This design comes from an exercise in tuning for small area, a short achievable clock period and few clock cycles per item on the open sky130 flow, not from production work. In this exercise RTL edits were held to simulation tests only and were not proved equivalent to the original. Power and IR drop assume default switching activity.

==> module mdc, before the edit <==
module mdc (clk, rst_n, start, A, B, out, done);
input clk, rst_n, start;
input [7:0] A, B;
output [7:0] out;
output done;
reg       busy;
reg [6:0] ah, bh;    
reg [2:0] k;
function [2:0] ctz8;
    input [7:0] v;
    begin
        casez (v)
            8'b???????1: ctz8 = 3'd0;
            8'b??????10: ctz8 = 3'd1;
            8'b?????100: ctz8 = 3'd2;
            8'b????1000: ctz8 = 3'd3;
            8'b???10000: ctz8 = 3'd4;
            8'b??100000: ctz8 = 3'd5;
            8'b?1000000: ctz8 = 3'd6;
            default:     ctz8 = 3'd7;
        endcase
    end
endfunction
function [6:0] oddh8;
    input [7:0] v;
    begin
        casez (v)
            8'b???????1: oddh8 = v[7:1];
            8'b??????10: oddh8 = {1'b0, v[7:2]};
            8'b?????100: oddh8 = {2'b0, v[7:3]};
            8'b????1000: oddh8 = {3'b0, v[7:4]};
            8'b???10000: oddh8 = {4'b0, v[7:5]};
            8'b??100000: oddh8 = {5'b0, v[7:6]};
            8'b?1000000: oddh8 = {6'b0, v[7]};
            default:     oddh8 = 7'd0;
        endcase
    end
endfunction
function [6:0] odds8;
    input [7:0] v;
    begin
        casez (v)
            8'b???????1: odds8 = v[7:1];
            8'b??????10: odds8 = {{1{v[7]}}, v[7:2]};
            8'b?????100: odds8 = {{2{v[7]}}, v[7:3]};
            8'b????1000: odds8 = {{3{v[7]}}, v[7:4]};
            8'b???10000: odds8 = {{4{v[7]}}, v[7:5]};
            8'b??100000: odds8 = {{5{v[7]}}, v[7:6]};
            8'b?1000000: odds8 = {{6{v[7]}}, v[7]};
            default:     odds8 = {7{v[7]}};
        endcase
    end
endfunction
wire [7:0] d  = {1'b0, ah} - {1'b0, bh};
wire       lt = d[7];
wire [6:0] s  = odds8(d);
wire [6:0] vh = lt ? ~s : s;
wire       fin = (ah == bh) | (ah == 7'd0) | (bh == 7'd0);
assign done = busy & fin;
wire [7:0] odd = {ah & {7{bh != 7'd0}}, 1'b1};
assign out = odd << k;
always @(posedge clk or negedge rst_n) begin
    if (!rst_n)
        busy <= 1'b0;
    else
        busy <= start | (busy & ~fin);
end
always @(posedge clk) begin
    if (start) begin
        ah <= oddh8(A);
        bh <= oddh8(B);
        k  <= ctz8(A | B);
    end else begin
        ah <= lt ? ah : bh;
        bh <= vh;
    end
end
endmodule
Settings: LEC_CHECK=0, CAP_MARGIN=20, CORE_MARGIN=2, CORE_UTILIZATION=40, CTS_BUF_LIST=sky130_fd_sc_hd__clkbuf_4, SLEW_MARGIN=20; clock period 4.0 ns.
standard.sh (not shown) runs the stock make flow with config.mk's settings and CLKGATE_MAP_FILE= SYNTH_SCRIPT=/design/flow/synth_recipe.tcl, a recipe that flattens the netlist after the stock synthesis.
==> flow/flow/run.sh <==
#!/bin/bash
# The standard layout (standard.sh) with two changes:
#  - the port buffers are plain buf_1 cells;
#  - synthesis maps the logic with the ABC script in flow/abc.script instead of
#    ORFS's speed script. Everything else in synthesis (synth_recipe.tcl) is kept.
# Each tool's output goes to the ORFS logs; make's own output goes to standard.log.
set -euo pipefail
W=$(pwd)
export BUFFER_PORTS_ARGS="-buffer_cell sky130_fd_sc_hd__buf_1"
export MY_ABC_SCRIPT="$W/flow/abc.script"
{ sed -n 1p synth_recipe.tcl; cat flow/abc_override.tcl; sed -n '2,$p' synth_recipe.tcl; } > synth_own.tcl
sed "s#SYNTH_SCRIPT=[^ ]*#SYNTH_SCRIPT=$W/synth_own.tcl#" standard.sh > standard_own.sh
bash standard_own.sh > standard.log 2>&1
==> flow/flow/abc.script <==
strash
&get -n
&dch
&nf -R 1000
&put
topo
stime -c
==> flow/flow/abc_override.tcl <==
# Run ABC with the script in MY_ABC_SCRIPT in place of the one ORFS chose.
proc abc {args} {
  set i [lsearch -exact $args -script]
  if { $i >= 0 } {
    set args [lreplace $args [expr {$i + 1}] [expr {$i + 1}] $::env(MY_ABC_SCRIPT)]
  }
  yosys abc {*}$args
}
The first run finished clean.
Testbench counts at the start, summed over its fixed seeds: cycles 9,100, items 2,400.
Next try:
--- a/flow/design.v
+++ b/flow/design.v
@@ -34,45 +34,40 @@
             8'b?1000000: oddh8 = {6'b0, v[7]};
             default:     oddh8 = 7'd0;
         endcase
     end
 endfunction
-function [6:0] odds8;
-    input [7:0] v;
-    begin
-        casez (v)
-            8'b???????1: odds8 = v[7:1];
-            8'b??????10: odds8 = {{1{v[7]}}, v[7:2]};
-            8'b?????100: odds8 = {{2{v[7]}}, v[7:3]};
-            8'b????1000: odds8 = {{3{v[7]}}, v[7:4]};
-            8'b???10000: odds8 = {{4{v[7]}}, v[7:5]};
-            8'b??100000: odds8 = {{5{v[7]}}, v[7:6]};
-            8'b?1000000: odds8 = {{6{v[7]}}, v[7]};
-            default:     odds8 = {7{v[7]}};
-        endcase
-    end
-endfunction
 wire [7:0] d  = {1'b0, ah} - {1'b0, bh};
 wire       lt = d[7];
-wire [6:0] s  = odds8(d);
-wire [6:0] vh = lt ? ~s : s;
-wire       fin = (ah == bh) | (ah == 7'd0) | (bh == 7'd0);
+wire [6:0] m  = d[7:1] ^ {7{lt}};
+reg  [6:0] vh;
+always @* begin
+    casez (ah ^ bh)
+        7'b??????1: vh = m;
+        7'b?????10: vh = {1'b0, m[6:1]};
+        7'b????100: vh = {2'b0, m[6:2]};
+        7'b???1000: vh = {3'b0, m[6:3]};
+        7'b??10000: vh = {4'b0, m[6:4]};
+        7'b?100000: vh = {5'b0, m[6:5]};
+        default:    vh = {6'b0, m[6]};
+    endcase
+end
+wire       fin = (ah == bh) | (ah == 7'd0);
 assign done = busy & fin;
-wire [7:0] odd = {ah & {7{bh != 7'd0}}, 1'b1};
-assign out = odd << k;
+assign out  = {ah, 1'b1} << k;
 always @(posedge clk or negedge rst_n) begin
     if (!rst_n)
         busy <= 1'b0;
     else
         busy <= start | (busy & ~fin);
 end
 always @(posedge clk) begin
     if (start) begin
-        ah <= oddh8(A);
         bh <= oddh8(B);
+        ah <= (oddh8(B) == 7'd0) ? 7'd0 : oddh8(A);
         k  <= ctz8(A | B);
     end else begin
-        ah <= lt ? ah : bh;
-        bh <= vh;
+        bh <= lt ? ah : bh;
+        ah <= vh;
     end
 end
 endmodule
What happened: Sequential power shrinks by about 4%. Maximum frequency shrinks by 0.61%. Sequential cell count stays the same. Hold slack improves by 0.0090 ns. Non-clock buffer count grows by 1. Synthesized cell count shrinks by 6.0%. Core utilization shrinks by 0.54 points. First-iteration DRC count grows by 30%. Power shrinks by 18%. Via count shrinks by 6.5%. Die area shrinks by 3.8%. Setup slack degrades by 0.018 ns.
Testbench counts after the change, summed over its fixed seeds: cycles 9,100, items 2,400.

re-timing with driven ports:
The results above use ideal ports. As a check the final layouts listed here were re-extracted and re-timed, cells and wires unchanged. Step 1 assumes that a clkbuf_16 drives the clock port and a buf_2 every other input. Step 2 times the ports against the registers' clock, not the clock port: input delays grow and output delays shrink by t, the midpoint of the rising clock arrivals with the driver on. a / b / c = ideal ports / drivers / drivers and shift; a / b = the first two.
run	shift t [ns]	setup WS [ns]	worst hold slack (ns)	worst setup path at the end	worst register clock-pin slew, ns
the first run	0.312	1.015 / 0.993 / 1.052	0.242 / 0.244 / 0.485	register to register	0.10 / 0.10
the second run	0.316	0.997 / 0.974 / 1.060	0.251 / 0.253 / 0.480	register to register	0.12 / 0.12
After both steps every run listed still meets setup and hold.
